This is an optimization exercise on Yosys and OpenROAD, whose aim is small area and a short achievable clock period, not a production implementation. No functional check of the RTL was part of any run shown here. Power and IR drop assume default switching activity.

## flow/config.mk

```make
export PLATFORM = sky130hd
export DESIGN_NAME = scarf_pat_gen_top
export DESIGN_NICKNAME = scarf_pat_gen_top
export VERILOG_FILES = /design/flow/design.v
export SDC_FILE = /design/flow/constraint.sdc
export NUM_CORES = 4
export LEC_CHECK = 0
export CAP_MARGIN = 20
export CORE_MARGIN = 2
export CORE_UTILIZATION = 60
export CTS_BUF_LIST = sky130_fd_sc_hd__clkbuf_8
export SETUP_SLACK_MARGIN = 2.5
export SLEW_MARGIN = 20
export SYNTH_HIERARCHICAL = 1
export SYNTH_MINIMUM_KEEP_SIZE = 0
export TNS_END_PERCENT = 20
```

## flow/constraint.sdc

```tcl
create_clock -name core_clock -period 6.0 [get_ports {clk}]
set_input_delay 1.2000 -clock core_clock [delete_from_list [all_inputs] [get_ports {clk}]]
set_output_delay 1.2000 -clock core_clock [all_outputs]
set_load 0.01 [all_outputs]
```

## flow/design.v

```verilog
module scarf_regmap_pat_gen
  ( input  logic        clk,
    input  logic        rst_n_sync,
    input  logic  [7:0] data_in,
    input  logic        data_in_valid,
    input  logic        data_in_finished,
    input  logic  [6:0] slave_id,
    input  logic        rnw,
    output logic  [7:0] read_data_sel,    
    output logic [12:0] end_address_pat_gen,
    output logic        enable_pat_gen,
    output logic        repeat_enable_pat_gen,
    output logic  [1:0] num_gpio_sel_pat_gen,
    output logic  [2:0] timestep_sel_pat_gen,
    output logic  [3:0] stage1_count_sel_pat_gen
    );
    parameter SLAVE_ID = 7'h01;
    logic [7:0] registers[3:0];
    logic [1:0] address;
    logic       dead;
    logic       first_byte;
    logic       byte_valid;
    assign byte_valid = (slave_id == SLAVE_ID) && data_in_valid;
    always_ff @(posedge clk, negedge rst_n_sync)
      if (~rst_n_sync)           first_byte <= 1'b1;
      else if (data_in_finished) first_byte <= 1'b1;
      else if (byte_valid)       first_byte <= 1'b0;
    always_ff @(posedge clk)
      if (byte_valid) begin
        if (first_byte) begin
          address <= data_in[1:0];
          dead    <= (data_in[3:2] != 2'b00);
        end else begin
          address <= address + 1'b1;
          if (address == 2'd3) dead <= 1'b1;
        end
      end
    always_comb
      if (first_byte) read_data_sel = {1'b0, SLAVE_ID};
      else if (dead)  read_data_sel = 8'h00;
      else            read_data_sel = registers[address];
    always_ff @(posedge clk, negedge rst_n_sync)
      if (~rst_n_sync) begin
        registers[0] <= 8'h00;
        registers[1] <= 8'h00;
        registers[2] <= 8'h00;
        registers[3] <= 8'h00;
      end else if (byte_valid && !rnw && !first_byte && !dead)
        registers[address] <= data_in;
    always_comb begin
      end_address_pat_gen      = {registers[2][4:0], registers[3]};
      enable_pat_gen           = registers[0][0];
      repeat_enable_pat_gen    = registers[0][1];
      stage1_count_sel_pat_gen = registers[0][7:4];
      num_gpio_sel_pat_gen     = registers[1][1:0];
      timestep_sel_pat_gen     = registers[1][5:3];
    end
endmodule
module pattern_gen(
    input  logic        clk,
    input  logic        rst_n,
    input  logic        enable_pat_gen,
    input  logic [12:0] end_address_pat_gen,
    input  logic  [1:0] num_gpio_sel_pat_gen,  
    input  logic  [2:0] timestep_sel_pat_gen,
    input  logic  [3:0] stage1_count_sel_pat_gen,
    input  logic        repeat_enable_pat_gen,
    output logic        pattern_active,
    output logic        pattern_done,
    output logic  [7:0] gpio_pat_gen_out,
    input  logic  [7:0] bram_read_data,
    output logic [12:0] bram_addr
    );
    logic        off;
    logic        reached_final_address;
    logic        reached_final_bit_count;
    logic        enable_pat_gen_delay;
    logic [12:0] current_address;
    logic  [2:0] bit_count;
    logic [25:0] timestep_counter;
    logic [25:0] final_timestep_count;
    logic        reached_final_timestep_count;
    logic        timestep_change;
    logic        timestep_change_delay;
    logic  [7:0] gpio_mask;
    logic  [7:0] gpio_pat_gen_comb;
    logic        enable_bit_counter;
    logic        pattern_active_hold;
    logic        reached_final_stage1_count;
    logic  [3:0] stage1_counter;
    logic  [3:0] final_stage1_count;
    logic        step;
    logic        ts_count;
    logic        ca_count;
    function automatic [25:0] carries26(input [25:0] x);
      carries26[0] = 1'b1;
      for (int i = 1; i < 26; i++) carries26[i] = carries26[i-1] & x[i-1];
    endfunction
    function automatic [12:0] carries13(input [12:0] x);
      carries13[0] = 1'b1;
      for (int i = 1; i < 13; i++) carries13[i] = carries13[i-1] & x[i-1];
    endfunction
    assign off = !enable_pat_gen && !repeat_enable_pat_gen;
    assign reached_final_address = (current_address == end_address_pat_gen);
    always_comb
      case (num_gpio_sel_pat_gen)
        2'b00: reached_final_bit_count = (bit_count == 3'd7);
        2'b01: reached_final_bit_count = (bit_count == 3'd6);
        2'b10: reached_final_bit_count = (bit_count == 3'd4);
        2'b11: reached_final_bit_count = (bit_count == 3'd0);
      endcase
    always_ff @(posedge clk)
      enable_pat_gen_delay <= enable_pat_gen;
    always_ff @(posedge clk, negedge rst_n)
      if (~rst_n)                                                                  pattern_active <= 1'b0;
      else if (off)                                                                pattern_active <= 1'b0;
      else if (repeat_enable_pat_gen || !enable_pat_gen_delay)                     pattern_active <= 1'b1;
      else if (reached_final_address && reached_final_bit_count && step && enable_bit_counter) pattern_active <= 1'b0;
    always_ff @(posedge clk)
      pattern_active_hold <= pattern_active;
    always_ff @(posedge clk, negedge rst_n)
      if (~rst_n)                                      pattern_done <= 1'b0;
      else if (off)                                    pattern_done <= 1'b0;
      else if (!pattern_active && pattern_active_hold) pattern_done <= 1'b1;
    assign step = reached_final_timestep_count;
    assign ca_count = reached_final_bit_count && step && !reached_final_address;
    always_ff @(posedge clk)
      if (off || !enable_bit_counter ||
          (reached_final_bit_count && step && reached_final_address && repeat_enable_pat_gen))
        current_address <= '0;
      else
        current_address <= current_address ^ ({13{ca_count}} & carries13(current_address));
    assign bram_addr = current_address;
    always_ff @(posedge clk)
      if (off || !pattern_active) enable_bit_counter <= 1'b0;
      else if (step)              enable_bit_counter <= 1'b1;
    always_ff @(posedge clk)
      if (off || !enable_bit_counter)                                     bit_count <= '0;
      else if (step) begin
        if (!reached_final_bit_count) begin
          case (num_gpio_sel_pat_gen)
            2'b00: bit_count <= bit_count + 3'd1;
            2'b01: bit_count <= bit_count + 3'd2;
            2'b10: bit_count <= bit_count + 3'd4;
            2'b11: ;
          endcase
        end else if (!reached_final_address || repeat_enable_pat_gen)     bit_count <= '0;
      end
    always_comb
        if (stage1_count_sel_pat_gen >= 4'd2)   final_stage1_count = stage1_count_sel_pat_gen - 4'd1;
        else if (timestep_sel_pat_gen == 3'd0)  final_stage1_count = 4'd1;  
        else                                    final_stage1_count = 4'd0;
    assign reached_final_stage1_count = (stage1_counter == final_stage1_count);
    always_ff @(posedge clk)
      if (off || !pattern_active || reached_final_stage1_count) stage1_counter <= '0;
      else                                                      stage1_counter <= stage1_counter + 1'b1;
    always_comb
      case(timestep_sel_pat_gen)
        3'd0:    final_timestep_count = 'd0;
        3'd1:    final_timestep_count = 'd10       - 1;
        3'd2:    final_timestep_count = 'd100      - 1;
        3'd3:    final_timestep_count = 'd1000     - 1;  
        3'd4:    final_timestep_count = 'd10000    - 1;
        3'd5:    final_timestep_count = 'd100000   - 1;
        3'd6:    final_timestep_count = 'd1000000  - 1;  
        3'd7:    final_timestep_count = 'd10000000 - 1;  
      endcase
    assign reached_final_timestep_count = (timestep_counter == final_timestep_count) && reached_final_stage1_count;
    assign ts_count = (timestep_sel_pat_gen != 3'd0) && reached_final_stage1_count;
    always_ff @(posedge clk)
      if (off || !pattern_active || step) timestep_counter <= '0;
      else                                timestep_counter <= timestep_counter ^ ({26{ts_count}} & carries26(timestep_counter));
    always_ff @(posedge clk)
      timestep_change <= step;
    always_ff @(posedge clk)
      timestep_change_delay <= timestep_change && pattern_active;
    always_comb
      case(num_gpio_sel_pat_gen)
        2'b00: gpio_mask = 8'b0000_0001;
        2'b01: gpio_mask = 8'b0000_0011;
        2'b10: gpio_mask = 8'b0000_1111;
        2'b11: gpio_mask = 8'b1111_1111;
      endcase
    always_comb begin
      gpio_pat_gen_comb[7] = bram_read_data[bit_count];
      for (int k = 1; k < 8; k++)
        gpio_pat_gen_comb[7-k] = (k >= bit_count) ? bram_read_data[3'(k - bit_count)] : 1'b0;
    end
    always_ff @(posedge clk, negedge rst_n)
      if (~rst_n)                     gpio_pat_gen_out <= 8'b0000_0000;
      else if (off)                   gpio_pat_gen_out <= 8'b0000_0000;
      else if (timestep_change_delay) gpio_pat_gen_out <= gpio_pat_gen_comb & gpio_mask;
endmodule
module scarf_bram
  ( input  logic        clk,
    input  logic        rst_n_sync,
    input  logic  [7:0] data_in,
    input  logic        data_in_valid,
    input  logic        data_in_finished,
    input  logic  [6:0] slave_id,
    input  logic        rnw,
    output logic  [7:0] read_data_out,
    input  logic  [7:0] scarf_bram_read_data,
    output logic  [7:0] scarf_bram_write_data,
    output logic [12:0] scarf_bram_addr,
    output logic        scarf_bram_wen,
    output logic        scarf_bram_ren
    );
    parameter SLAVE_ID = 7'h02;
    logic [1:0] byte_count;
    logic       valid_slave;
    logic       byte_valid;
    logic       addr_max;
    function automatic [12:0] carries13(input [12:0] x);
      carries13[0] = 1'b1;
      for (int i = 1; i < 13; i++) carries13[i] = carries13[i-1] & x[i-1];
    endfunction
    assign valid_slave = (slave_id == SLAVE_ID);
    assign byte_valid  = valid_slave && data_in_valid;
    assign addr_max    = &scarf_bram_addr;
    always_ff @(posedge clk, negedge rst_n_sync)
      if (~rst_n_sync)                             byte_count <= 2'd0;
      else if (data_in_finished)                   byte_count <= 2'd0;
      else if (byte_valid && (byte_count != 2'd3)) byte_count <= byte_count + 1'd1;
    always_ff @(posedge clk, negedge rst_n_sync)
      if (~rst_n_sync)                                 scarf_bram_addr       <= 13'd0;
      else if (byte_valid && (byte_count == 2'd0))     scarf_bram_addr[12:8] <= data_in[4:0];
      else if (byte_valid && (byte_count == 2'd1))     scarf_bram_addr[7:0]  <= data_in;
      else if (byte_valid && !addr_max && (rnw || (byte_count == 2'd3)))
                                                       scarf_bram_addr       <= scarf_bram_addr ^ carries13(scarf_bram_addr);
      else if (byte_count == 2'd0)                     scarf_bram_addr       <= 13'd0;
    always_ff @(posedge clk)
      scarf_bram_write_data <= data_in;
    always_ff @(posedge clk, negedge rst_n_sync)
      if (~rst_n_sync) scarf_bram_wen <= 1'b0;
      else             scarf_bram_wen <= data_in_valid && byte_count[1] && !rnw;
    always_ff @(posedge clk, negedge rst_n_sync)
      if (~rst_n_sync)                                         scarf_bram_ren <= 1'b0;
      else if (data_in_valid && (byte_count == 2'd1) && rnw)   scarf_bram_ren <= 1'b1;
      else if (byte_count == 2'd0)                             scarf_bram_ren <= 1'b0;
    always_ff @(posedge clk, negedge rst_n_sync)
      if (~rst_n_sync)              read_data_out <= 8'd0;
      else if (!valid_slave)        read_data_out <= 8'd0;
      else if (byte_count == 2'd0)  read_data_out <= {1'b0, SLAVE_ID};
      else if (scarf_bram_ren)      read_data_out <= scarf_bram_read_data;
endmodule
module scarf_pat_gen_top
( input  logic        clk,
  input  logic        rst_n_sync,
  input  logic  [7:0] data_in,
  input  logic        data_in_valid,
  input  logic        data_in_finished,
  input  logic  [6:0] slave_id,
  input  logic        rnw,
  output logic  [7:0] read_data_out,
  output logic  [7:0] gpio_pat_gen_out,
  output logic        pattern_done,
  output logic [12:0] bram_addr,
  output logic        bram_wen,
  output logic        bram_ren,
  output logic  [7:0] bram_write_data,
  input  logic  [7:0] bram_read_data
 );
  logic  [7:0] read_data_out_bram;
  logic  [7:0] read_data_sel_pat_gen;
  logic        scarf_bram_wen;
  logic        scarf_bram_ren;
  logic [12:0] scarf_bram_addr;
  logic [12:0] pat_gen_bram_addr;
  logic [12:0] end_address_pat_gen;
  logic        enable_pat_gen;
  logic        repeat_enable_pat_gen;
  logic  [1:0] num_gpio_sel_pat_gen;
  logic  [2:0] timestep_sel_pat_gen;
  logic  [3:0] stage1_count_sel_pat_gen;
  logic        pattern_active;
  scarf_read_mux u_read_mux
  ( .slave_id,
    .rnw,
    .read_data_bram (read_data_out_bram),
    .read_data_sel  (read_data_sel_pat_gen),
    .read_data_out
   );
  scarf_regmap_pat_gen
  # ( .SLAVE_ID( 7'h01 ) )
  u_scarf_regmap_pattern_gen
  ( .clk                  (clk),
    .rst_n_sync           (rst_n_sync),
    .data_in              (data_in),
    .data_in_valid        (data_in_valid),
    .data_in_finished     (data_in_finished),
    .slave_id,
    .rnw,
    .read_data_sel        (read_data_sel_pat_gen),
    .end_address_pat_gen,
    .enable_pat_gen,
    .repeat_enable_pat_gen,
    .num_gpio_sel_pat_gen,
    .timestep_sel_pat_gen,
    .stage1_count_sel_pat_gen
   );
  pattern_gen u_pattern_gen
  ( .clk                    (clk),
    .rst_n                  (rst_n_sync),
    .enable_pat_gen,
    .end_address_pat_gen,
    .num_gpio_sel_pat_gen,
    .timestep_sel_pat_gen,
    .stage1_count_sel_pat_gen,
    .repeat_enable_pat_gen,
    .pattern_active,
    .pattern_done,
    .gpio_pat_gen_out,
    .bram_read_data,
    .bram_addr              (pat_gen_bram_addr)
   );
  scarf_bram
  # ( .SLAVE_ID(7'h02) )
  u_scarf_bram
  ( .clk                   (clk),
    .rst_n_sync            (rst_n_sync),
    .data_in               (data_in),
    .data_in_valid         (data_in_valid),
    .data_in_finished      (data_in_finished),
    .slave_id,
    .rnw,
    .read_data_out         (read_data_out_bram),
    .scarf_bram_read_data  (bram_read_data),
    .scarf_bram_write_data (bram_write_data),
    .scarf_bram_addr,
    .scarf_bram_wen,
    .scarf_bram_ren
   );
  assign bram_addr = (pattern_active) ? pat_gen_bram_addr : scarf_bram_addr;
  assign bram_ren  = pattern_active | scarf_bram_ren;
  assign bram_wen  = !pattern_active & scarf_bram_wen;
endmodule
module scarf_read_mux
( input  logic [6:0] slave_id,
  input  logic       rnw,
  input  logic [7:0] read_data_bram,
  input  logic [7:0] read_data_sel,
  output logic [7:0] read_data_out
 );
  assign read_data_out = read_data_bram | ({8{(slave_id == 7'h01) && rnw}} & read_data_sel);
endmodule
```

## flow/run.sh

```bash
#!/bin/bash
# synth_recipe.tcl (not shown) runs the flow's synth.tcl, then flattens the netlist and writes it again
# the make line also repeats each setting of config.mk as NAME=value (left out here)
make -C /OpenROAD-flow-scripts/flow DESIGN_CONFIG=/design/flow/config.mk WORK_HOME=/design/flow/orfs CLKGATE_MAP_FILE= SYNTH_SCRIPT=/design/flow/synth_recipe.tcl finish
```

==> results of run 1 <==
worst reg2reg max path, stage by stage, from the launching register on:
cell and delay (ps):
dfrtp_1 600, inv_1 220, ha_1 280, xnor2_1 160, o2111ai_1 180, a2111oi_2 490, nand4b_4 280, nor4_4 300
a21o_1 420, o21ba_2 220
layout by cell type, fill, tap and decap left out, types with 9 or more instances in the layout:
master / n
nor4_1: 11
xor2_1: 32
o21ai_0: 18
nor3_1: 13
nor2_1: 75
ha_1: 40
a32o_1: 9
buf_2: 11
nand4_1: 16
mux2_2: 45
xnor2_1: 28
a21oi_1: 18
inv_1: 48
and2_1: 12
nor2b_1: 12
nand3_1: 19
nand2_1: 45
dfxtp_1: 59
mux2i_1: 19
clkbuf_8: 19
dfrtp_1: 66
clkdlybuf4s50_1: 50
per-stage QoR:
| stage | hold WS (ps) | util | area [um2] | worst slack [ps] | instances |
|---|---|---|---|---|---|
| after detailed placement | 420 | 0.662 | 8770 | 1370 | 1003 |
| after floorplan | 412 | - | 8140 | 2620 | 802 |
| final | 437 | 0.703 | 9310 | 2410 | 1044 |
| after global placement | 419 | 0.662 | 8770 | 1420 | 1003 |
| after CTS | 440 | 0.700 | 9270 | 2430 | 1043 |
| after global routing | 458 | 0.703 | 9310 | 2370 | 1044 |
per-module statistics from Yosys (local to each module, per instance), a selection:
module             cells  copies in the design  flip-flops and latches
scarf_pat_gen_top     17                     1                       0
pattern_gen          475                     1                      61
scarf_read_mux        28                     1                       0
kinds of logic after synthesis:
logic type                 Yosys count  synth area share
buffers and inverters               93            0.0557
and+or+nand+nor                    268             0.197
adders and majority gates           44            0.0677
muxes                               84             0.128
AOI/OAI and AO/OA                  123             0.122
DFF                                130             0.366
xor gates and xnor gates            60            0.0646
sequential cells by signal, summed over array words and instances (netlist names), 2 cells and up:
name	count
u_pattern_gen.gpio_pat_gen_out	8
u_pattern_gen.bit_count	3
u_scarf_bram.scarf_bram_addr	13
u_pattern_gen.current_address	13
u_scarf_bram.read_data_out	8
u_scarf_regmap_pattern_gen.address	2
u_pattern_gen.stage1_counter	4
u_scarf_bram.scarf_bram_write_data	8
u_scarf_regmap_pattern_gen.registers	32
u_pattern_gen.timestep_counter	26
u_scarf_bram.byte_count	2
power breakdown:
| part | internal [mW] | switching [mW] |
|---|---|---|
| clock | 0.430 | 0.369 |
| sequential | 0.908 | 0.0657 |
| combinational | 0.169 | 0.226 |
worst max-delay path by stage:
stage | start | slack (ps) | to | depth (start not counted)
finish | slave_id[5] | 2410 | read_data_out[6] | 5
global route | u_scarf_regmap_pattern_gen.address[1]$_DFFE_PP_ | 2370 | read_data_out[5] | 8
global placement | rnw | 1420 | read_data_out[5] | 4
detailed placement | rnw | 1370 | read_data_out[6] | 4
floorplan | slave_id[6] | 2620 | read_data_out[0] | 3
CTS | slave_id[5] | 2430 | read_data_out[6] | 5
per-layer routing:
metal | global-route usage | wire length [um] | share of wire
met5 | 0 | 0 | 0
met4 | 0.112 | 609 | 0.030
met3 | 0.0571 | 876 | 0.044
met2 | 0.482 | 9980 | 0.50
met1 | 0.374 | 8660 | 0.43
timing repair:
item,in CTS,in global routing
hold buffers,0,0
setup buffers,8,1
endpoints found under the setup margin,17,47
resized for setup,92,10
pin swaps,8,0
final cells by class:
class	instances	share of cell area
sequential	130	0.319
timing repair buffer	78	0.0778
clock buffer	19	0.0281
inverter	49	0.0197
clock inverter	13	0.0175
tap	176	0.0236
multi-input combinational	579	0.514
==> results.ini, run 1 <==
[critical_path]
crit_arrival_ps=2390
path_max_fanout=5
required_ps=4800
critical_path_class=in -> out
r2r_cells=9
crit_slowest_cell=or4b_4
crit_path_cell_trace=buf_8, or4b_4, buf_6, o31ai_2, buf_2
cp-end-kind=output port
reg2reg_slack_ps=2760
r2r_end=u_pattern_gen.current_address[7]$_SDFF_PP0_
cp_top_family=simple AND/OR/NAND/NOR gates
slowest_delay_ps=560
critPathLaunchType=input port
r2r-start=u_scarf_regmap_pattern_gen.registers[1][4]$_DFFE_PN0P_
worst-path-buf-inv=3

[synth]
yosys-top-cells-area=dfrtp_1 21%, dfxtp_1 15%, ha_1 6.8%, mux2_2 6.2%, nor2_1 3.5%
netlist_area_um2=8140
synthCells=802
synth_edf_count=3
synth.distinct_cells=87
syn_avg_cell_area_um2=10.1
synth_common_cells=76 x nor2_1, 67 x dfrtp_1, 59 x dfxtp_1
synth_largest_area_cell=dfrtp_1
ys_async_sr_fraction=0.523
yosysSeqAreaShare=0.366
synthFlopType=dfrtp_1
syn-num-nets=874
yosysWarnings=10
yosysMostFrequentCell=nor2_1
synth_top_cell_area_share=0.206
ys_seq_elements=130

[sta]
setup_viol=0
fin_tns_setup_ps=0
period_share=0.598
rsz0062_at_grt=true
relSlewSlack=0.336
post-route-min-period_ps=3590
report.final.hold_viol_count=0
drv_slew=0
fmax_ghz=0.279
finClkSkew_ps=14.0
worstMarginPinSlew_ps=988

[min_path]
hold_start=u_pattern_gen.timestep_change$_DFF_P_
holdPathEnd=u_pattern_gen.timestep_change_delay$_DFF_P_
hold_depth=1
holdCritPathClass=reg -> reg

[clock_tree]
cts-root-buf=clkbuf_8
cts_tree=done
path_clk_slew_ps=70
clock_latency_ps=470
clockBufferDepth=2
clock_sinks=130
htree_levels=4
cts_buffers=17

[global_route]
gr-usage-all-layers=0.290
grt_start_max_net_pins=69
gr-total-overflow=0
grt_pass1_vias=6205
antenna_found_initial=0
grt_pass1_wl_um=32700

[pwr]
ir_drop_mv=0.303
powerDensity_nw_per_um2=233
power.leakage_nw=3.99
p_total_mw=2.17

[drt]
dr.pass1.iters=7
vias=6299
routed_via_density=6.03
ant_nets=0
drc=0
wire_per_inst_um=19.3
drtIter0Drc=499
routed_wl_um=20100

[die]
coreArea_um2=13200
die_h_um=120
start_util=0.614
rows=42
die_x_um=120
die-area_um2=14500
io_pins=68

[place]
gp_congestion=0.875
post-dp-hpwl_um=14600
port_buffers=67

[layout]
fin_nets=927
num-fill-cells=1042
drive_gt1_frac=0.214
multi_input_comb_area_um2=4790
syn_to_final_growth_pct=14.5
register_area_um2=2980
n_antenna_cell=0

[flow_run]
maxCapViolCount=0

[status]
status=timing/DRC/antenna clean

==> run 2: changes to the inputs <==
--- a/flow/config.mk
+++ b/flow/config.mk
@@ -9,6 +9,8 @@
 export CORE_MARGIN = 2
 export CORE_UTILIZATION = 60
 export CTS_BUF_LIST = sky130_fd_sc_hd__clkbuf_8
+export CTS_CLUSTER_DIAMETER = 150
+export CTS_CLUSTER_SIZE = 40
 export SETUP_SLACK_MARGIN = 2.5
 export SLEW_MARGIN = 20
 export SYNTH_HIERARCHICAL = 1
==> run 2 against run 1 <==
  * Final cell count did not move
  * Critical path type unchanged
  * Clock-buffer cell count did not move
  * Largest cell class unchanged
  * Non-clock buffer count did not move
  * Flip-flop and latch count did not move
  * Synthesized area did not move
  * Core utilization did not move
  * Hold slack did not move
  * Largest power group unchanged
==> results.ini, run 2 <==
[status]
status=timing/DRC/antenna clean

[sta]
relSlewSlack=0.336  ; unchanged
rsz0062_at_grt=true
fin_tns_setup_ps=0  ; unchanged
finClkSkew_ps=14.0  ; unchanged
period_share=0.598  ; unchanged
setup_ws_ps=2410  ; unchanged
post-route-min-period_ps=3590  ; unchanged
fmax_ghz=0.279  ; unchanged
setup_viol=0  ; unchanged
report.final.hold_viol_count=0  ; unchanged
worstMarginPinSlew_ps=988  ; unchanged
hold_ws_ps=437  ; unchanged
drv_slew=0  ; unchanged

[critical_path]
crit_path_end=read_data_out[6]
r2r_end=u_pattern_gen.current_address[7]$_SDFF_PP0_
cp-end-kind=output port
crit_arrival_ps=2390  ; about the same
required_ps=4800  ; about the same
r2r-start=u_scarf_regmap_pattern_gen.registers[1][4]$_DFFE_PN0P_
path_max_fanout=5  ; unchanged
critPathLaunchType=input port
reg2reg_slack_ps=2760  ; about the same
r2r_cells=9  ; unchanged
crit_start=slave_id[5]
critical_path_class=in -> out

[flow_run]
maxCapViolCount=0  ; unchanged

[global_route]
antenna_found_initial=0  ; unchanged
gr-usage-all-layers=0.290  ; unchanged
grt_pass1_vias=6205  ; unchanged
grt_start_max_net_pins=69  ; unchanged
gr-total-overflow=0  ; unchanged
grt_pass1_wl_um=32700  ; unchanged

[synth]
yosysSeqAreaShare=0.366  ; unchanged
ys_seq_elements=130  ; unchanged
synth_top_cell_area_share=0.206  ; unchanged
netlist_area_um2=8140  ; unchanged
ys_async_sr_fraction=0.523  ; unchanged
synth_edf_count=3  ; unchanged
synth_common_cells=76 x nor2_1, 67 x dfrtp_1, 59 x dfxtp_1
yosysMostFrequentCell=nor2_1
syn_avg_cell_area_um2=10.1  ; unchanged
yosysWarnings=10  ; unchanged
synth_largest_area_cell=dfrtp_1
synthFlopType=dfrtp_1
yosys-top-cells-area=dfrtp_1 21%, dfxtp_1 15%, ha_1 6.8%, mux2_2 6.2%, nor2_1 3.5%
synthCells=802  ; unchanged
synth.distinct_cells=87  ; unchanged
syn-num-nets=874  ; unchanged

[drt]
vias=6299  ; unchanged
wire_per_inst_um=19.3  ; unchanged
drc=0  ; unchanged
ant_nets=0  ; unchanged
drtIter0Drc=499  ; unchanged
routed_via_density=6.03  ; unchanged
routed_wl_um=20100  ; unchanged
dr.pass1.iters=7  ; unchanged

[layout]
final_area_um2=9310  ; unchanged
final_common_cell=nor2_1
fin_nets=927  ; unchanged
largest_register_ffs=32  ; unchanged
top_regs=u_scarf_regmap_pattern_gen.registers x32, u_pattern_gen.timestep_counter x26
syn_to_final_growth_pct=14.5  ; unchanged
fin_cells=1044  ; unchanged
final_cell_mix=75 x nor2_1, 66 x dfrtp_1, 59 x dfxtp_1
n_antenna_cell=0  ; unchanged
largest_register=u_scarf_regmap_pattern_gen.registers
drive_gt1_frac=0.214  ; unchanged
fin_util=0.703  ; unchanged

[clock_tree]
htree_levels=4  ; unchanged
cts_tree=done
cts-root-buf=clkbuf_8
cts_buffers=17  ; unchanged
clock_sinks=130  ; unchanged
path_clk_slew_ps=70  ; about the same
clockBufferDepth=2  ; unchanged
clock_latency_ps=470  ; about the same

[pwr]
ir_drop_mv=0.303  ; unchanged
p_int_mw=1.51  ; unchanged
power.leakage_nw=3.99  ; unchanged
clkPwrFrac=0.369  ; about the same
swShare=0.305  ; unchanged
powerDensity_nw_per_um2=233  ; unchanged
p_total_mw=2.17  ; unchanged
switching_power_uw=660  ; unchanged
seqPwrFrac=0.449  ; about the same
combPwrFrac=0.182  ; about the same

[min_path]
holdCritPathClass=reg -> reg

[die]
die_h_um=120  ; unchanged
io_pins=68  ; unchanged
die-area_um2=14500  ; unchanged
coreArea_um2=13200  ; unchanged
die_x_um=120  ; unchanged
start_util=0.614  ; unchanged
rows=42  ; unchanged

[place]
pre_cts_ws_ps=1370  ; unchanged
place_inst=1003  ; unchanged
port_buffers=67  ; unchanged
gp_congestion=0.875  ; unchanged
placed_area_um2=8770  ; unchanged
post-dp-hpwl_um=14600  ; unchanged

-- run 2: cells by family after synthesis --
logic type | after synthesis | share of synthesized area
AO/OA/AOI/OAI | 123 | 0.122
AND/OR/NAND/NOR | 268 | 0.197
buffers and inverters | 93 | 0.0557
flip-flops | 130 | 0.366
XOR/XNOR | 60 | 0.0646
adder cells (fa/ha/maj) | 44 | 0.0677
multiplexers | 84 | 0.128
-- run 2: how the worst min path moves through the flow --
stage                                          startpoint                                           to  cells after the start
finish              u_pattern_gen.timestep_change$_DFF_P_  u_pattern_gen.timestep_change_delay$_DFF_P_                      1
CTS                 u_pattern_gen.timestep_change$_DFF_P_  u_pattern_gen.timestep_change_delay$_DFF_P_                      1
global placement    u_pattern_gen.timestep_change$_DFF_P_  u_pattern_gen.timestep_change_delay$_DFF_P_                      1
global route        u_pattern_gen.timestep_change$_DFF_P_  u_pattern_gen.timestep_change_delay$_DFF_P_                      1
floorplan           u_pattern_gen.timestep_change$_DFF_P_  u_pattern_gen.timestep_change_delay$_DFF_P_                      1
detailed placement  u_pattern_gen.timestep_change$_DFF_P_  u_pattern_gen.timestep_change_delay$_DFF_P_                      1
-- run 2: repair_timing --
action,in CTS,in global routing
buffers inserted,8,1
hold buffers,0,0
pin swaps,8,0
gates resized for setup,92,10
endpoints found under the setup margin,17,47
-- run 2: routing by layer --
layer / up-vias / GRT usage / routed length (um)
li1: 2990 / - / -
met1: 3097 / 0.374 / 8660
met2: 170 / 0.482 / 9980
met3: 42 / 0.0571 / 876
met4: 0 / 0.112 / 609
met5: - / 0 / 0
-- run 2: final cells by class --
cell class | count | area (um2)
well taps | 176 | 220
inverters | 49 | 184
clock inverters | 13 | 163
multi-input cells | 579 | 4790
fillers | 1042 | 3930
flip-flops and latches | 130 | 2980
repair buffers | 78 | 724
clock buffers | 19 | 262
-- run 2: power groups by stage --
stage	Clock (mW)	Sequential, mW	Combinational [mW]
2_1_floorplan	0	0.953	0.323
3_3_place_gp	0	0.988	0.381
3_5_place_dp	0	0.991	0.392
4_1_cts	0.808	0.972	0.397
5_1_grt	0.851	0.982	0.434
6_report	0.799	0.974	0.394
-- run 2: worst max-delay path, stage by stage --
cell	delay, ps
buf_8	90
or4b_4	560
buf_6	160
o31ai_2	210
buf_2	170
-- run 2: modules after synthesis, one instance, submodules excluded, a selection --
module             flip-flops and latches  area, um2  cells
scarf_pat_gen_top                       0        223     17
scarf_read_mux                          0        205     28
pattern_gen                            61       4200    475
==> run 3: changes to the inputs <==
==> flow/config.mk (replaced) <==
export PLATFORM = sky130hd
export DESIGN_NAME = scarf_pat_gen_top
export DESIGN_NICKNAME = scarf_pat_gen_top
export VERILOG_FILES = /design/flow/design.v
export SDC_FILE = /design/flow/constraint.sdc
export NUM_CORES = 4
export LEC_CHECK = 0
export ABC_CLOCK_PERIOD_IN_PS = 2500
export CAP_MARGIN = 20
export CORE_MARGIN = 2
export CORE_UTILIZATION = 60
export SETUP_SLACK_MARGIN = 3.0
export SLEW_MARGIN = 20
export SYNTH_HIERARCHICAL = 1
export SYNTH_MINIMUM_KEEP_SIZE = 0
==> run 3 against run 2 <==
  * Final cell count grew 2.2%
  * Synthesized cell count is the same
  * Via count grew 1.4%
  * Design area grew 5.7%
  * Worst setup slack lost 82 ps
  * Core utilization grew 4.0 points
  * Sequential power shrank 2%
  * Clock power grew 23%
==> results.ini, run 3 <==
[layout]
syn_to_final_growth_pct=21.0
largest_register=u_scarf_regmap_pattern_gen.registers
final_area_um2=9840  ; +5.7%
fin_nets=950  ; +2.5%
top_regs=u_scarf_regmap_pattern_gen.registers x32, u_pattern_gen.timestep_counter x26
final_common_cell=nor2_1
final_cell_mix=75 x nor2_1, 62 x dfrtp_1, 58 x dfxtp_1
largest_register_ffs=32  ; unchanged
n_antenna_cell=0  ; unchanged
drive_gt1_frac=0.266  ; +0.0517

[critical_path]
r2r_end=u_scarf_bram.scarf_bram_addr[11]$_DFFE_PN0P_
crit_path_cell_trace=buf_6, or4b_4, buf_4, o31ai_4, buf_2
worst-path-buf-inv=3  ; unchanged
required_ps=4800  ; about the same
reg2reg_slack_ps=3040  ; +280 ps
cp-end-kind=output port
r2r-start=u_scarf_bram.scarf_bram_addr[1]$_DFFE_PN0P_
path_max_fanout=7  ; +2
critical_path_class=in -> out
critPathLaunchType=input port
r2r_cells=13  ; +4
cp_top_family=simple AND/OR/NAND/NOR gates
slowest_delay_ps=600  ; +40 ps
crit_slowest_cell=or4b_4
crit_arrival_ps=2470  ; +80 ps

[min_path]
hold_start=u_pattern_gen.timestep_change$_DFF_P_
hold_depth=1  ; unchanged
holdPathEnd=u_pattern_gen.timestep_change_delay$_DFF_P_
holdCritPathClass=reg -> reg

[clock_tree]
clock_latency_ps=430  ; -40 ps
cts_tree=done
path_clk_slew_ps=60  ; about the same
cts_buffers=17  ; unchanged
clock_sinks=130  ; unchanged
htree_levels=4  ; unchanged
cts-root-buf=clkbuf_16
clockBufferDepth=2  ; unchanged

[sta]
fin_tns_setup_ps=0  ; unchanged
report.final.hold_viol_count=0  ; unchanged
drv_slew=0  ; unchanged
setup_ws_ps=2330  ; -82.5 ps
worstMarginPinSlew_ps=957  ; -31.4 ps
fmax_ghz=0.272  ; -2.2%
post-route-min-period_ps=3670  ; +82.5 ps
period_share=0.612  ; +0.0137
relSlewSlack=0.362  ; +0.0264
finClkSkew_ps=7.92  ; -6.11 ps
setup_viol=0  ; unchanged
rsz0062_at_grt=true

[drt]
vias=6387  ; +1.4%
wire_per_inst_um=19.7  ; +2.0%
ant_nets=0  ; unchanged
drtIter0Drc=559  ; +12%
dr.pass1.iters=7  ; unchanged
routed_via_density=5.99  ; -0.79%
routed_wl_um=21000  ; +4.3%
drc=0  ; unchanged

[status]
status=timing/DRC/antenna clean

[pwr]
p_int_mw=1.65  ; +9.3%
switching_power_uw=748  ; +13%
powerDensity_nw_per_um2=243  ; +4.6%
swShare=0.312  ; +0.00746
clkPwrFrac=0.411  ; +0.042
ir_drop_mv=0.238  ; -21%
combPwrFrac=0.189  ; +0.007
power.leakage_nw=4.24  ; +6.4%
seqPwrFrac=0.400  ; -0.049

[global_route]
grt_pass1_vias=6322  ; +1.9%
grt_pass1_wl_um=33400  ; +2.0%
antenna_found_initial=0  ; unchanged
gr-usage-all-layers=0.297  ; +0.00640
gr-total-overflow=0  ; unchanged
grt_start_max_net_pins=69  ; unchanged

[synth]
synth.distinct_cells=87  ; unchanged
yosysWarnings=10  ; unchanged
ys_seq_elements=130  ; unchanged
ys_async_sr_fraction=0.523  ; unchanged
yosys-top-cells-area=dfrtp_1 21%, dfxtp_1 15%, ha_1 6.8%, mux2_2 6.2%, nor2_1 3.5%
syn_avg_cell_area_um2=10.1  ; unchanged
netlist_area_um2=8140  ; unchanged
yosysSeqAreaShare=0.366  ; unchanged
synth_common_cells=76 x nor2_1, 67 x dfrtp_1, 59 x dfxtp_1
synth_largest_area_cell=dfrtp_1
yosysMostFrequentCell=nor2_1
synthFlopType=dfrtp_1
synthCells=802  ; unchanged
syn-num-nets=874  ; unchanged
synth_edf_count=3  ; unchanged
synth_top_cell_area_share=0.206  ; unchanged

[die]
die_x_um=120  ; unchanged
io_pins=68  ; unchanged
die_h_um=120  ; unchanged
rows=42  ; unchanged
coreArea_um2=13200  ; unchanged
start_util=0.614  ; unchanged
die-area_um2=14500  ; unchanged

[place]
gp_congestion=0.903  ; +3.2%
post-dp-hpwl_um=14600  ; +0.33%
placed_area_um2=8840  ; +0.83%
port_buffers=67  ; unchanged
pre_cts_ws_ps=1180  ; -191 ps

[flow_run]
maxCapViolCount=0  ; unchanged

## run 3: cell count changes in the layout (fill, tap and decap cells not counted), sizes merged
cell           change
buf               +23
clkdlybuf4s50     -15
dlygate4sd2       +15
inv               +10
clkinvlp           -7
bufinv             -3
clkbuf             -2
clkinv             +2
## run 3: worst max path at each step
stage	startpoint	end	slack [ps]	depth (start not counted)
finish	slave_id[5]	read_data_out[4]	2330	5
floorplan	slave_id[6]	read_data_out[0]	2640	3
detailed placement	rnw	read_data_out[3]	1180	4
CTS	slave_id[4]	read_data_out[3]	2350	5
global placement	rnw	read_data_out[0]	1270	4
global route	slave_id[2]	read_data_out[3]	2300	5
## run 3: final cells by class
cell class                      instances  area (um2)
Multi-Input combinational cell        579        4960
Fill cell                             966        3400
Sequential cell                       130        2980
Timing Repair Buffer                  101         933
Clock buffer                           17         425
Tap cell                              176         220
Inverter                               49         184
Clock inverter                         15         135
## run 3: per-stage QoR
stage | hold WS, ps | utilization | std cells | total power, mW
6_report | 453 | 0.743 | 1067 | 2.40
5_1_grt | 466 | 0.743 | 1067 | 2.49
4_1_cts | 459 | 0.726 | 1052 | 2.40
3_5_place_dp | 446 | 0.668 | 1003 | 1.39
3_3_place_gp | 419 | 0.668 | 1003 | 1.37
2_1_floorplan | 412 | - | 802 | 1.28
## run 3: routing by layer
| metal | share of wire | global-route usage |
|---|---|---|
| met5 | 0 | 0 |
| met3 | 0.044 | 0.0533 |
| met2 | 0.50 | 0.500 |
| met4 | 0.034 | 0.120 |
| met1 | 0.42 | 0.378 |
## run 3: per-module statistics from Yosys, one instance, submodules excluded, a selection
module,times used,cell area [um2]
pattern_gen,1,4200
scarf_pat_gen_top,1,223
scarf_read_mux,1,205
## run 3: logic make-up (layout without fill, tap and decap cells)
group           count (synthesis)  after routing  share of synthesized area
compound gates                123            123                      0.122
buf+inv                        93            182                     0.0557
flops                         130            130                      0.366
xor+xnor                       60             60                     0.0646
mux                            84             84                      0.128
fa+ha+maj                      44             44                     0.0677
simple gates                  268            268                      0.197
## run 3: power by group through the flow
stage	clock network [mW]	logic, mW	registers [mW]
after global placement	0	0.382	0.989
after CTS	0.998	0.449	0.957
final	0.985	0.452	0.958
after floorplan	0	0.324	0.953
after global routing	1.04	0.491	0.964
after detailed placement	0	0.393	0.992
## run 3: repair_timing
action                     in CTS  in global routing
gates resized for setup       128                 27
hold buffers                    0                  0
buffers inserted               17                 15
hold endpoints to repair        0                  0
setup endpoints to repair      74                 33
pin swaps                      12                 10
gates cloned                    0                  0
==> run 4: changes to the inputs <==
==> flow/flow/run.sh (new file) <==
#!/bin/bash
# Own flow: the standard layout, with the synthesis's technology mapping
# (ABC) run with flow/abc.script instead of ORFS's speed script. Everything
# else -- the synthesis passes, register names, flatten and renaming, and all
# later steps -- is standard.sh's.
set -euo pipefail
W=$PWD
cp flow/abc.script $W/my_abc.script
{
  head -1 synth_recipe.tcl
  cat <<EOT
proc abc {args} {
  set i [lsearch -exact \$args -script]
  if {\$i >= 0} { set args [lreplace \$args [expr {\$i+1}] [expr {\$i+1}] $W/my_abc.script] }
  yosys abc {*}\$args
}
EOT
  tail -n +2 synth_recipe.tcl
} > my_synth.tcl
sed "s#SYNTH_SCRIPT=[^ ]*#SYNTH_SCRIPT=$W/my_synth.tcl#" standard.sh > my_standard.sh
bash my_standard.sh > flow.log 2>&1
==> flow/flow/abc.script (new file) <==
strash
dc2
balance
&get -n
&dch -f
&nf -D 2500
&put
buffer -c
upsize -c
dnsize -c
==> flow/standard.sh (new file) <==
#!/bin/bash
# synth_recipe.tcl (not shown) runs the flow's synth.tcl, then flattens the netlist and writes it again
# the make line also repeats each setting of config.mk as NAME=value (left out here)
make -C /OpenROAD-flow-scripts/flow DESIGN_CONFIG=/design/flow/config.mk WORK_HOME=/design/flow/orfs CLKGATE_MAP_FILE= SYNTH_SCRIPT=/design/flow/synth_recipe.tcl "${@:-finish}"
removed: flow/run.sh
==> run 4 against run 3 <==
  * Synthesized cell count down 3.6%
  * Clock power rose by 1%
  * Combinational power down 83%
  * Sequential share of layout area down 0.24 points
  * Flip-flop and latch count stayed put
  * Maximum frequency is 2.1% lower
  * Critical path type is now reg -> reg
  * Largest cell class unchanged
==> results.ini, run 4 <==
[status]
status=timing/DRC/antenna clean

[pwr]
swShare=0.233  ; -0.0788
p_int_mw=1.50  ; -9.2%
combPwrFrac=0.041  ; -0.148
seqPwrFrac=0.450  ; +0.050
switching_power_uw=456  ; -39%
power.leakage_nw=4.37  ; +3.0%
powerDensity_nw_per_um2=197  ; -19%
ir_drop_mv=0.185  ; -22%
clkPwrFrac=0.510  ; +0.099

[layout]
register_area_um2=2990  ; about the same
largest_register_ffs=32  ; unchanged
fin_nets=967  ; +1.8%
multi_input_comb_area_um2=4660  ; -6.0%
n_antenna_cell=0  ; unchanged
largest_register=u_scarf_regmap_pattern_gen.registers
drive_gt1_frac=0.319  ; +0.0534
top_regs=u_scarf_regmap_pattern_gen.registers x32, u_pattern_gen.timestep_counter x26
final_area_um2=9930  ; +0.85%
num-fill-cells=818  ; -15%
syn_to_final_growth_pct=29.2
fin_cells=1080  ; +1.2%
final_common_cell=nor2_1
final_cell_mix=71 x nor2_1, 62 x dfrtp_1, 59 x inv_1

[die]
coreArea_um2=12600  ; -5.1%
start_util=0.611  ; -0.00317
io_pins=68  ; unchanged
die-area_um2=13700  ; -5.4%
die_x_um=117  ; -2.7%
die_h_um=117  ; -2.7%
rows=41  ; -2.4%

[critical_path]
worst-path-buf-inv=13  ; +10
crit_slowest_cell=dfrtp_2
path_depth=23  ; +18
cp_top_family=simple AND/OR/NAND/NOR gates
critPathLaunchType=flop
cpMostUsedCell=buf_6
required_ps=6340  ; +1540 ps
r2r_cells=23  ; +10
critical_path_class=reg -> reg
crit_path_cell_trace=buf_6, nor4_4, buf_6, mux2i_4, xnor2_2, nand4_2, nor4_4, and4_4, and4_4, buf_4, buf_6, buf_6, buf_6, buf_6, buf_6, buf_6, buf_6, buf_6, buf_6, buf_4, and2_1, nor2_1, nor3_1
cp-end-kind=flop
slowest_delay_ps=450  ; -150 ps
crit_arrival_ps=4090  ; +1620 ps
path_max_fanout=5  ; -2

[drt]
wire_per_inst_um=19.4  ; -1.1%
dr.pass1.iters=9  ; +2
drtIter0Drc=422  ; -25%
drc=0  ; unchanged
ant_nets=0  ; unchanged
vias=6458  ; +1.1%
routed_wl_um=21000  ; +0.10%
routed_via_density=5.98  ; -0.11%

[synth]
syn_avg_cell_area_um2=9.94  ; -2.0%
ys_seq_elements=130  ; unchanged
netlist_area_um2=7680  ; -5.6%
ys_async_sr_fraction=0.523  ; unchanged
yosys-top-cells-area=dfrtp_1 22%, dfxtp_1 15%, ha_1 7.2%, mux2_2 6.2%, nor2_1 3.7%
yosysMostFrequentCell=nor2_1
synthFlopType=dfrtp_1
synth_common_cells=75 x nor2_1, 67 x dfrtp_1, 63 x inv_1
synth_top_cell_area_share=0.218  ; +0.0122
synth_largest_area_cell=dfrtp_1
synth_edf_count=3  ; unchanged
yosysSeqAreaShare=0.387  ; +0.0216
synth.distinct_cells=73  ; -16%
synthCells=773  ; -3.6%
syn-num-nets=845  ; -3.3%
yosysWarnings=10  ; unchanged

[sta]
drv_slew=0  ; unchanged
rsz0062_at_grt=true
finClkSkew_ps=11.2  ; +3.32 ps
fin_tns_setup_ps=0  ; unchanged
post-route-min-period_ps=3750  ; +76.9 ps
relSlewSlack=0.369  ; +0.00692
setup_ws_ps=2250  ; -76.9 ps
period_share=0.625  ; +0.0128
report.final.hold_viol_count=0  ; unchanged
setup_viol=0  ; unchanged
worstMarginPinSlew_ps=946  ; -10.4 ps
fmax_ghz=0.267  ; -2.1%

[clock_tree]
cts-root-buf=clkbuf_16
htree_levels=4  ; unchanged
clock_sinks=130  ; unchanged
clockBufferDepth=2  ; unchanged
clock_latency_ps=430  ; about the same
cts_tree=done
path_clk_slew_ps=60  ; about the same
cts_buffers=17  ; unchanged

[global_route]
antenna_found_initial=0  ; unchanged
grt_pass1_vias=6144  ; -2.8%
grt_start_max_net_pins=69  ; unchanged
grt_pass1_wl_um=31800  ; -4.7%
gr-usage-all-layers=0.307  ; +0.0107
gr-total-overflow=0  ; unchanged

[place]
pre_cts_ws_ps=1240  ; +61.3 ps
port_buffers=67  ; unchanged
place_inst=979  ; -2.4%
post-dp-hpwl_um=14200  ; -3.0%
gp_congestion=0.925  ; +2.4%
placed_area_um2=8450  ; -4.4%

[min_path]
holdCritPathClass=reg -> reg
hold_depth=1  ; unchanged

[flow_run]
maxCapViolCount=0  ; unchanged

run 4: cell count changes in the layout (fill, tap and decap cells not counted), moves of 16 or more:
cell	delta
a21oi_1	+19
a22o_1	+16
buf_4	+19
buf_6	+17
nor3_1	+17
xnor2_1	-16
xor2_1	-24
run 4: metrics by stage:
| step | util | power [mW] | hold WS [ps] |
|---|---|---|---|
| after floorplan | - | 0.916 | 412 |
| after global placement | 0.673 | 0.964 | 417 |
| after detailed placement | 0.673 | 0.966 | 440 |
| after CTS | 0.750 | 1.96 | 455 |
| after global routing | 0.790 | 2.00 | 458 |
| final | 0.790 | 1.95 | 446 |
run 4: cells by family after synthesis:
kind of cell,after synthesis,synth area share
fa+ha+maj,44,0.0717
simple gates,252,0.199
buf+inv,97,0.0604
xor+xnor,23,0.0262
mux,70,0.109
compound gates,157,0.146
flops,130,0.387
run 4: cell type report:
cell class | count | share of cell area
Tap cell | 172 | 0.0217
Sequential cell | 130 | 0.301
Timing Repair Buffer | 136 | 0.127
Inverter | 63 | 0.0238
Clock inverter | 14 | 0.0131
Multi-Input combinational cell | 547 | 0.470
Clock buffer | 18 | 0.0442
run 4: layer usage:
metal	part of all wire	routed length [um]	vias up	GRT usage
met5	0	0	-	0
met2	0.50	10500	167	0.518
met1	0.42	8910	3221	0.387
met3	0.037	784	48	0.0499
li1	-	-	3022	-
met4	0.039	811	0	0.143
run 4: what timing repair did:
action,CTS,global route
pin swaps,16,32
cloned,0,1
hold buffers,0,0
setup endpoints to repair,65,56
buffers inserted,37,31
gates resized for setup,137,71
run 4: power groups by stage:
stage          Clock, mW  Combinational, mW  Sequential [mW]
2_1_floorplan          0             0.0189            0.897
6_report           0.995             0.0791            0.878
4_1_cts             1.00             0.0772            0.878
3_5_place_dp           0             0.0701            0.896
5_1_grt             1.04             0.0845            0.878
3_3_place_gp           0             0.0686            0.896
run 4: modules after synthesis, one instance, submodules excluded, excerpt:
module / cells inside / flip-flops and latches
scarf_pat_gen_top: 17 / 0
pattern_gen: 451 / 61
scarf_read_mux: 28 / 0
run 4: path summary, 6_finish.rpt:
path                                                                              from  slack, ps                                                      to
worst min-delay path                             u_pattern_gen.timestep_change$_DFF_P_        450             u_pattern_gen.timestep_change_delay$_DFF_P_
worst min register to register                   u_pattern_gen.timestep_change$_DFF_P_        450             u_pattern_gen.timestep_change_delay$_DFF_P_
min in group asynchronous                                                   rst_n_sync        970                u_pattern_gen.pattern_active$_DFFE_PN0P_
worst max-delay path            u_scarf_regmap_pattern_gen.registers[0][5]$_DFFE_PN0P_       2250           u_pattern_gen.timestep_counter[11]$_SDFF_PP0_
max in group asynchronous                                                   rst_n_sync       4310  u_scarf_regmap_pattern_gen.registers[0][5]$_DFFE_PN0P_
worst max register to register  u_scarf_regmap_pattern_gen.registers[0][5]$_DFFE_PN0P_       2250           u_pattern_gen.timestep_counter[11]$_SDFF_PP0_
==> run 5: changes to the inputs <==
==> flow/flow/run.sh (replaced) <==
#!/bin/bash
# Own flow: the standard layout (standard.sh, the same ORFS steps and
# settings) with two changes:
#  - the ports' buffers are buf_2 cells instead of the resizer's default pick
#    (repair_timing still resizes them where timing needs it);
#  - if flow/abc.script exists, the synthesis's technology mapping (ABC) runs
#    that script in place of ORFS's speed script. The synthesis passes before
#    it, the flip-flop mapping, register names, flatten and renaming are
#    synth_recipe.tcl's, unchanged.
# Each tool's output goes to the ORFS logs under orfs/logs; make's own output
# goes to flow.log here.
set -euo pipefail
W=$PWD
SYNTH=$W/synth_recipe.tcl
if [[ -f flow/abc.script ]]; then
  cp flow/abc.script $W/my_abc.script
  {
    head -1 synth_recipe.tcl
    cat <<EOT
proc abc {args} {
  set i [lsearch -exact \$args -script]
  if {\$i >= 0} { set args [lreplace \$args [expr {\$i+1}] [expr {\$i+1}] $W/my_abc.script] }
  yosys abc {*}\$args
}
EOT
    tail -n +2 synth_recipe.tcl
  } > my_synth.tcl
  SYNTH=$W/my_synth.tcl
fi
EXTRA=""
[[ -f flow/make_args.txt ]] && EXTRA=$(cat flow/make_args.txt)
sed -e "s#SYNTH_SCRIPT=[^ ]*#SYNTH_SCRIPT=$SYNTH $EXTRA#" standard.sh > my_standard.sh
bash my_standard.sh > flow.log 2>&1
==> flow/flow/make_args.txt (new file) <==
'BUFFER_PORTS_ARGS=-buffer_cell sky130_fd_sc_hd__buf_2'
--- a/flow/config.mk
+++ b/flow/config.mk
@@ -5,11 +5,12 @@
 export SDC_FILE = /design/flow/constraint.sdc
 export NUM_CORES = 4
 export LEC_CHECK = 0
-export ABC_CLOCK_PERIOD_IN_PS = 2500
 export CAP_MARGIN = 20
 export CORE_MARGIN = 2
 export CORE_UTILIZATION = 60
-export SETUP_SLACK_MARGIN = 3.0
+export CTS_BUF_LIST = sky130_fd_sc_hd__clkbuf_8
+export SETUP_SLACK_MARGIN = 2.5
 export SLEW_MARGIN = 20
 export SYNTH_HIERARCHICAL = 1
 export SYNTH_MINIMUM_KEEP_SIZE = 0
+export TNS_END_PERCENT = 20
removed: flow/flow/abc.script
==> run 5 against run 4 <==
  * Routed wire length is 7.3% lower
  * Critical endpoint is now read_data_out[1]
  * Critical path type is now in -> out
  * Total power rose by 8.0%
  * Clock skew down 1.4 ps
  * Design area shrank 9.2%
  * Final cell count fell by 3.5%
  * Core utilization shrank 11 points
==> results.ini, run 5 <==
[global_route]
gr-usage-all-layers=0.282  ; -0.0253
gr-total-overflow=0  ; unchanged
grt_pass1_wl_um=32000  ; +0.59%
grt_pass1_vias=6163  ; +0.31%
antenna_found_initial=0  ; unchanged
grt_start_max_net_pins=69  ; unchanged

[synth]
synthFlopType=dfrtp_1
synth.distinct_cells=87  ; +19%
synth_common_cells=76 x nor2_1, 67 x dfrtp_1, 59 x dfxtp_1
synth_top_cell_area_share=0.206  ; -0.0122
synth_largest_area_cell=dfrtp_1
yosys-top-cells-area=dfrtp_1 21%, dfxtp_1 15%, ha_1 6.8%, mux2_2 6.2%, nor2_1 3.5%
muxShareOfSynthArea=0.128  ; +0.0187
ys_seq_elements=130  ; unchanged
netlist_area_um2=8140  ; +5.9%
synth-simple-area-share=0.197  ; -0.00234
synth_compound_area_frac=0.122  ; -0.0243
yosysWarnings=10  ; unchanged
yosysSeqAreaShare=0.366  ; -0.0216
ys_async_sr_fraction=0.523  ; unchanged
synthXorXnorAreaFrac=0.0646  ; +0.0384
synth_top_family_by_area=simple AND/OR/NAND/NOR gates
synth_adder_area_share=0.0677  ; -0.00400
syn-num-nets=874  ; +3.4%
syn_avg_cell_area_um2=10.1  ; +2.1%
synthCells=802  ; +3.8%
yosysMostFrequentCell=nor2_1
synth_edf_count=3  ; unchanged

[place]
port_buffers=67  ; unchanged
gp_congestion=0.896  ; -3.1%
post-dp-hpwl_um=14400  ; +1.7%

[critical_path]
cp_top_family=simple AND/OR/NAND/NOR gates
cp-end-kind=output port
crit_slowest_cell=or4b_4
crit_arrival_ps=2360  ; -1730 ps
path_max_fanout=8  ; +3
critPathLaunchType=input port
worst-path-buf-inv=2  ; -11
required_ps=4800  ; -1540 ps
slowest_delay_ps=640  ; +190 ps
crit_path_cell_trace=buf_8, or4b_4, o31ai_2, buf_2
critical_path_class=in -> out
reg2reg_slack_ps=2740  ; +490 ps

[layout]
final_cell_mix=75 x nor2_1, 67 x dfrtp_1, 62 x buf_2
syn_to_final_growth_pct=10.8
top_regs=u_scarf_regmap_pattern_gen.registers x32, u_pattern_gen.timestep_counter x26
num-fill-cells=1072  ; +31%
final_common_cell=nor2_1
drive_gt1_frac=0.270  ; -0.0492
largest_register_ffs=32  ; unchanged
register_area_um2=2970  ; -0.38%
largest_register=u_scarf_regmap_pattern_gen.registers
n_antenna_cell=0  ; unchanged
multi_input_comb_area_um2=4790  ; +2.8%
fin_nets=925  ; -4.3%

[clock_tree]
cts_buffers=17  ; unchanged
path_clk_slew_ps=70  ; about the same
clock_latency_ps=460  ; +30 ps
holdBufCountCts=0  ; unchanged
htree_levels=4  ; unchanged
cts-root-buf=clkbuf_8
cts_tree=done
clock_sinks=130  ; unchanged
clockBufferDepth=2  ; unchanged

[pwr]
p_total_mw=2.11  ; +8.0%
powerDensity_nw_per_um2=234  ; +19%
power.leakage_nw=4.02  ; -8.0%
ir_drop_mv=0.239  ; +29%

[min_path]
holdCritPathClass=reg -> reg

[flow_run]
maxCapViolCount=0  ; unchanged

[drt]
routed_via_density=5.96  ; -0.25%
drc=0  ; unchanged
dr.pass1.iters=5  ; -4
vias=6215  ; -3.8%
routed_wl_um=19500  ; -7.3%
ant_nets=0  ; unchanged
wire_per_inst_um=18.7  ; -3.9%
drtIter0Drc=535  ; +27%

[die]
die_x_um=120  ; +2.8%
die-area_um2=14500  ; +5.7%
io_pins=68  ; unchanged
start_util=0.614  ; +0.00317
rows=42  ; +2.4%
coreArea_um2=13200  ; +5.4%
die_h_um=120  ; +2.8%

[sta]
report.final.hold_viol_count=0  ; unchanged
post-route-min-period_ps=3560  ; -190 ps
fmax_ghz=0.281  ; +5.3%
period_share=0.593  ; -0.0317
rsz0062_at_grt=true
relSlewSlack=0.378  ; +0.00839
drv_slew=0  ; unchanged
finClkSkew_ps=9.89  ; -1.35 ps
worstMarginPinSlew_ps=934  ; -12.6 ps
setup_viol=0  ; unchanged
fin_tns_setup_ps=0  ; unchanged

[status]
status=timing/DRC/antenna clean

==> run 5: where the power goes <==
part	internal [mW]	total, mW	switching (mW)
registers	0.907	0.971	0.0643
logic	0.153	0.378	0.225
clock network	0.384	0.760	0.376
total	1.44	2.11	0.665
==> run 5: routing by layer <==
| layer | track usage | share of wire | wire, um | vias up |
|---|---|---|---|---|
| li1 | - | - | - | 2980 |
| met1 | 0.363 | 0.43 | 8370 | 3021 |
| met2 | 0.469 | 0.49 | 9530 | 179 |
| met3 | 0.0561 | 0.052 | 1000 | 35 |
| met4 | 0.108 | 0.029 | 571 | 0 |
| met5 | 0 | 0 | 0 | - |
==> run 5: repair_timing <==
action / 4_1_cts / 5_1_grt
pin swaps: 2 / 5
resized for setup: 21 / 11
endpoints found under the setup margin: 8 / 34
buffers inserted: 3 / 4
==> run 5: final cells by class <==
class                      count  area share
clock inverter                14      0.0175
timing repair buffer          76      0.0486
multi-input combinational    579       0.532
sequential                   130       0.330
inverter                      49      0.0204
tap                          176      0.0244
clock buffer                  18      0.0275
==> run 5: logic make-up after synthesis <==
family / count (synthesis)
AO/OA/AOI/OAI: 123
multiplexers: 84
AND/OR/NAND/NOR: 268
buffers and inverters: 93
XOR/XNOR: 60
flip-flops: 130
adder cells (fa/ha/maj): 44
==> run 5: Yosys stat by module, one instance, submodules excluded, a selection <==
module | flops+latches | cell area (um2) | times used | cells inside
pattern_gen | 61 | 4200 | 1 | 475
scarf_read_mux | 0 | 205 | 1 | 28
scarf_pat_gen_top | 0 | 223 | 1 | 17
==> run 5: worst paths after layout <==
check | cells after the start | endpoint | start
worst max-delay path | 4 | read_data_out[1] | slave_id[3]
worst min-delay path | 1 | u_pattern_gen.timestep_change_delay$_DFF_P_ | u_pattern_gen.timestep_change$_DFF_P_
worst max register to register | 9 | u_pattern_gen.current_address[7]$_SDFF_PP0_ | u_scarf_regmap_pattern_gen.registers[1][4]$_DFFE_PN0P_
worst min register to register | 1 | u_pattern_gen.timestep_change_delay$_DFF_P_ | u_pattern_gen.timestep_change$_DFF_P_
max in group asynchronous | 2 | u_scarf_regmap_pattern_gen.registers[3][3]$_DFFE_PN0P_ | rst_n_sync
min in group asynchronous | 2 | u_pattern_gen.pattern_active$_DFFE_PN0P_ | rst_n_sync
==> run 5: stage by stage <==
stage	cells	area (um2)	utilization	setup WS [ps]	hold slack [ps]
2_1_floorplan	802	8140	-	2620	412
3_3_place_gp	1003	8440	0.637	2290	421
3_5_place_dp	1003	8440	0.637	2250	430
4_1_cts	1038	8950	0.676	2450	448
5_1_grt	1042	9010	0.681	2420	472
6_report	1042	9010	0.681	2440	446
==> run 6: changes to the inputs <==
--- a/flow/design.v
+++ b/flow/design.v
@@ -342,5 +342,28 @@
   input  logic [7:0] read_data_sel,
   output logic [7:0] read_data_out
  );
-  assign read_data_out = read_data_bram | ({8{(slave_id == 7'h01) && rnw}} & read_data_sel);
+  logic       id65_zero, id43_zero, id21_zero, id0_read_n, sel_n;
+  logic [7:0] bram_n, sel_data_n;
+  rm_nor2  u_id65 (.a(slave_id[6]), .b(slave_id[5]), .y(id65_zero));
+  rm_nor2  u_id43 (.a(slave_id[4]), .b(slave_id[3]), .y(id43_zero));
+  rm_nor2  u_id21 (.a(slave_id[2]), .b(slave_id[1]), .y(id21_zero));
+  rm_nand2 u_id0  (.a(slave_id[0]), .b(rnw),         .y(id0_read_n));
+  rm_nand4b u_sel (.a_n(id0_read_n), .b(id65_zero), .c(id43_zero), .d(id21_zero), .y(sel_n));
+  assign bram_n     = ~read_data_bram;
+  assign sel_data_n = ~read_data_sel;
+  for (genvar i = 0; i < 8; i++) begin : g_bit
+    rm_o21ai u_out (.a1(sel_n), .a2(sel_data_n[i]), .b1(bram_n[i]), .y(read_data_out[i]));
+  end
+endmodule
+module rm_nor2 (input logic a, b, output logic y);
+  assign y = ~(a | b);
+endmodule
+module rm_nand2 (input logic a, b, output logic y);
+  assign y = ~(a & b);
+endmodule
+module rm_nand4b (input logic a_n, b, c, d, output logic y);
+  assign y = ~(~a_n & b & c & d);
+endmodule
+module rm_o21ai (input logic a1, a2, b1, output logic y);
+  assign y = ~((a1 | a2) & b1);
 endmodule
--- a/flow/config.mk
+++ b/flow/config.mk
@@ -9,7 +9,7 @@
 export CORE_MARGIN = 2
 export CORE_UTILIZATION = 60
 export CTS_BUF_LIST = sky130_fd_sc_hd__clkbuf_8
-export SETUP_SLACK_MARGIN = 2.5
+export SETUP_SLACK_MARGIN = 2.9
 export SLEW_MARGIN = 20
 export SYNTH_HIERARCHICAL = 1
 export SYNTH_MINIMUM_KEEP_SIZE = 0
==> run 6 against run 5 <==
  * Non-clock buffer count grew 6
  * Global-route usage shrank 0.43 points
  * Clock-buffer cell count shrank 1
  * Critical endpoint is now read_data_out[2]
  * Synthesized area fell by 3.3%
  * Critical path depth grew 4
==> results.ini, run 6 <==
[critical_path]
required_ps=4800  ; about the same
critPathLaunchType=flop
path_max_fanout=6  ; -2
cp-end-kind=output port
crit_arrival_ps=2300  ; -60 ps
critical_path_class=reg -> out
r2r_cells=13  ; +4

[layout]
drive_gt1_frac=0.263  ; -0.00680
top_regs=u_scarf_regmap_pattern_gen.registers x32, u_pattern_gen.timestep_counter x26
num-fill-cells=1033  ; -3.6%
syn_to_final_growth_pct=12.4
final_cell_mix=67 x nor2_1, 67 x buf_2, 65 x dfrtp_1
fin_nets=917  ; -0.86%
largest_register=u_scarf_regmap_pattern_gen.registers
largest_register_ffs=32  ; unchanged
n_antenna_cell=0  ; unchanged

[sta]
hold_ws_ps=451  ; +4.64 ps
setup_viol=0  ; unchanged
rsz0062_at_grt=true
worstMarginPinSlew_ps=1100  ; +165 ps
fmax_ghz=0.286  ; +1.6%
report.final.hold_viol_count=0  ; unchanged
finClkSkew_ps=12.9  ; +2.96 ps
drv_slew=0  ; unchanged
period_share=0.584  ; -0.00912
relSlewSlack=0.268  ; -0.110
fin_tns_setup_ps=0  ; unchanged
post-route-min-period_ps=3500  ; -54.7 ps

[global_route]
grt_pass1_wl_um=31200  ; -2.4%
gr-usage-all-layers=0.278  ; -0.00429
gr-total-overflow=0  ; unchanged
grt_start_max_net_pins=69  ; unchanged
grt_pass1_vias=6150  ; -0.21%
antenna_found_initial=0  ; unchanged

[synth]
netlist_area_um2=7870  ; -3.3%
synth.distinct_cells=82  ; -5.7%
yosysWarnings=10  ; unchanged
yosysMostFrequentCell=nor2_1
yosys-top-cells-area=dfrtp_1 21%, dfxtp_1 15%, ha_1 7.0%, mux2_2 6.4%, xor2_1 3.5%
syn_avg_cell_area_um2=10.0  ; -1.1%
ys_async_sr_fraction=0.523  ; unchanged
ys_seq_elements=130  ; unchanged
synthCells=784  ; -2.2%
syn-num-nets=856  ; -2.1%
synth_common_cells=68 x nor2_1, 67 x dfrtp_1, 59 x dfxtp_1
synth_top_cell_area_share=0.213  ; +0.00698
synthFlopType=dfrtp_1
synth_edf_count=3  ; unchanged
synth_largest_area_cell=dfrtp_1
yosysSeqAreaShare=0.378  ; +0.0124

[die]
die-area_um2=14000  ; -3.2%
die_x_um=119  ; -1.6%
coreArea_um2=12700  ; -3.9%
io_pins=68  ; unchanged
die_h_um=119  ; -1.6%
rows=41  ; -2.4%
start_util=0.619  ; +0.00419

[flow_run]
maxCapViolCount=0  ; unchanged

[drt]
vias=6324  ; +1.8%
ant_nets=0  ; unchanged
routed_wl_um=19400  ; -0.30%
routed_via_density=6.14  ; +2.9%
dr.pass1.iters=5  ; unchanged
drtIter0Drc=449  ; -16%
wire_per_inst_um=18.9  ; +0.86%
drc=0  ; unchanged

[pwr]
p_total_mw=1.73  ; -18%
power.leakage_nw=3.84  ; -4.6%
ir_drop_mv=0.165  ; -31%
powerDensity_nw_per_um2=195  ; -17%

[clock_tree]
holdBufCountCts=0  ; unchanged
cts_tree=done
clock_sinks=130  ; unchanged
clockBufferDepth=2  ; unchanged
cts-root-buf=clkbuf_8
cts_buffers=17  ; unchanged
htree_levels=4  ; unchanged
clock_latency_ps=460  ; about the same
path_clk_slew_ps=80  ; about the same

[status]
status=timing/DRC/antenna clean

[min_path]
hold_depth=1  ; unchanged
holdCritPathClass=reg -> reg

[place]
gp_congestion=0.912  ; +1.8%
port_buffers=67  ; unchanged
post-dp-hpwl_um=13500  ; -6.4%

-- run 6: area by class of cell --
cell class	count	area, um2	area share
tap	172	215	0.0243
sequential	130	2980	0.337
clock buffer	17	234	0.0265
clock inverter	15	180	0.0204
timing repair buffer	82	455	0.0515
multi-input combinational	566	4600	0.520
inverter	48	180	0.0204
-- run 6: metal layers --
layer / track usage / wire, um
met2: 0.452 / 9350
met5: 0 / 0
met3: 0.0594 / 1190
met4: 0.0945 / 528
met1: 0.368 / 8350
-- run 6: metrics by stage --
stage | area, um2 | worst slack [ps] | cells | util
5_1_grt | 8840 | 2420 | 1030 | 0.695
4_1_cts | 8740 | 2550 | 1024 | 0.687
6_report | 8840 | 2500 | 1030 | 0.695
3_5_place_dp | 8190 | 2420 | 983 | 0.643
2_1_floorplan | 7870 | 2710 | 784 | -
3_3_place_gp | 8190 | 2430 | 983 | 0.643
-- run 6: Yosys stat by module, one instance, submodules excluded, a selection --
module	flops+latches	area, um2	cells inside	copies in the design
rm_nand4b	0	8.76	1	1
rm_o21ai	0	5.00	1	8
rm_nand2	0	3.75	1	1
scarf_pat_gen_top	0	223	17	1
scarf_read_mux	0	60.1	16	1
pattern_gen	61	4010	456	1
rm_nor2	0	3.75	1	3
-- run 6: cell families after synthesis --
family	Yosys count	share of synthesized area
simple gates	262	0.197
flops	130	0.378
compound gates	124	0.112
buf+inv	89	0.0536
mux	83	0.131
xor+xnor	52	0.0579
fa+ha+maj	44	0.0700
-- run 6: timing repair --
item / CTS / global route
endpoints found under the hold margin: 0 / 0
cloned: 0 / 1
setup endpoints to repair: 64 / 77
pin swaps: 24 / 9
resized for setup: 26 / 12
buffers inserted: 9 / 5
-- run 6: worst max-delay path, cell delays in order, from the launching register on --
cell and delay (ps):
edfxtp_1 510, inv_2 100, ha_4 210, a222oi_1 480, o21ai_1 150, and2_1 180, inv_1 50, o21ai_1 50
buf_2 130
-- run 6: final timing paths --
check	startpoint	endpoint	slack, ps
min	u_pattern_gen.timestep_change$_DFF_P_	u_pattern_gen.timestep_change_delay$_DFF_P_	450
max	u_scarf_regmap_pattern_gen.address[0]$_DFFE_PP_	read_data_out[2]	2500
max reg2reg	u_scarf_bram.scarf_bram_addr[0]$_DFFE_PN0P_	u_scarf_bram.scarf_bram_addr[11]$_DFFE_PN0P_	2860
min in group asynchronous	rst_n_sync	u_pattern_gen.pattern_done$_DFFE_PN0P_	950
max in group asynchronous	rst_n_sync	u_scarf_regmap_pattern_gen.registers[1][3]$_DFFE_PN0P_	4420
min reg2reg	u_pattern_gen.timestep_change$_DFF_P_	u_pattern_gen.timestep_change_delay$_DFF_P_	450
-- run 6: report_power, final --
part	internal (mW)	switching (mW)	total [mW]
sequential	0.877	0.00264	0.880
clock	0.415	0.369	0.784
combinational	0.0215	0.0407	0.0622

afterwards: timing with drivers on the ports:
The flow's constraints put no driver on any port. The routed layouts listed below were extracted and timed again, unchanged, in two steps. Step 1: set_driving_cell puts a clkbuf_16 on clk and a buf_2 on each other input, an assumption about the parent block. Step 2, shift: input delay + t, output delay - t, t = (earliest + latest rising clock arrival at the registers) / 2. This alone moves slack from input paths to output paths. a / b / c = ideal / step 1 / step 2; a / b = the first two.
run	t (ns)	slack for setup (ns)	worst hold slack (ns)	worst setup path at the end	clock arrival spread, ns
run 1	0.500	2.412 / 2.372 / 2.248	0.437 / 0.437 / 0.437	input to register	0.016 / 0.016
run 2	0.500	2.412 / 2.372 / 2.248	0.437 / 0.437 / 0.437	input to register	0.016 / 0.016
run 3	0.473	2.330 / 2.288 / 2.288	0.453 / 0.453 / 0.453	input to output	0.009 / 0.009
run 4	0.467	2.253 / 2.253 / 2.253	0.446 / 0.446 / 0.446	register to register	0.012 / 0.012
run 5	0.498	2.443 / 2.401 / 2.279	0.446 / 0.446 / 0.446	input to register	0.010 / 0.010
run 6	0.487	2.497 / 2.461 / 2.375	0.451 / 0.451 / 0.451	input to register	0.013 / 0.013
After both steps every run listed still meets setup and hold.
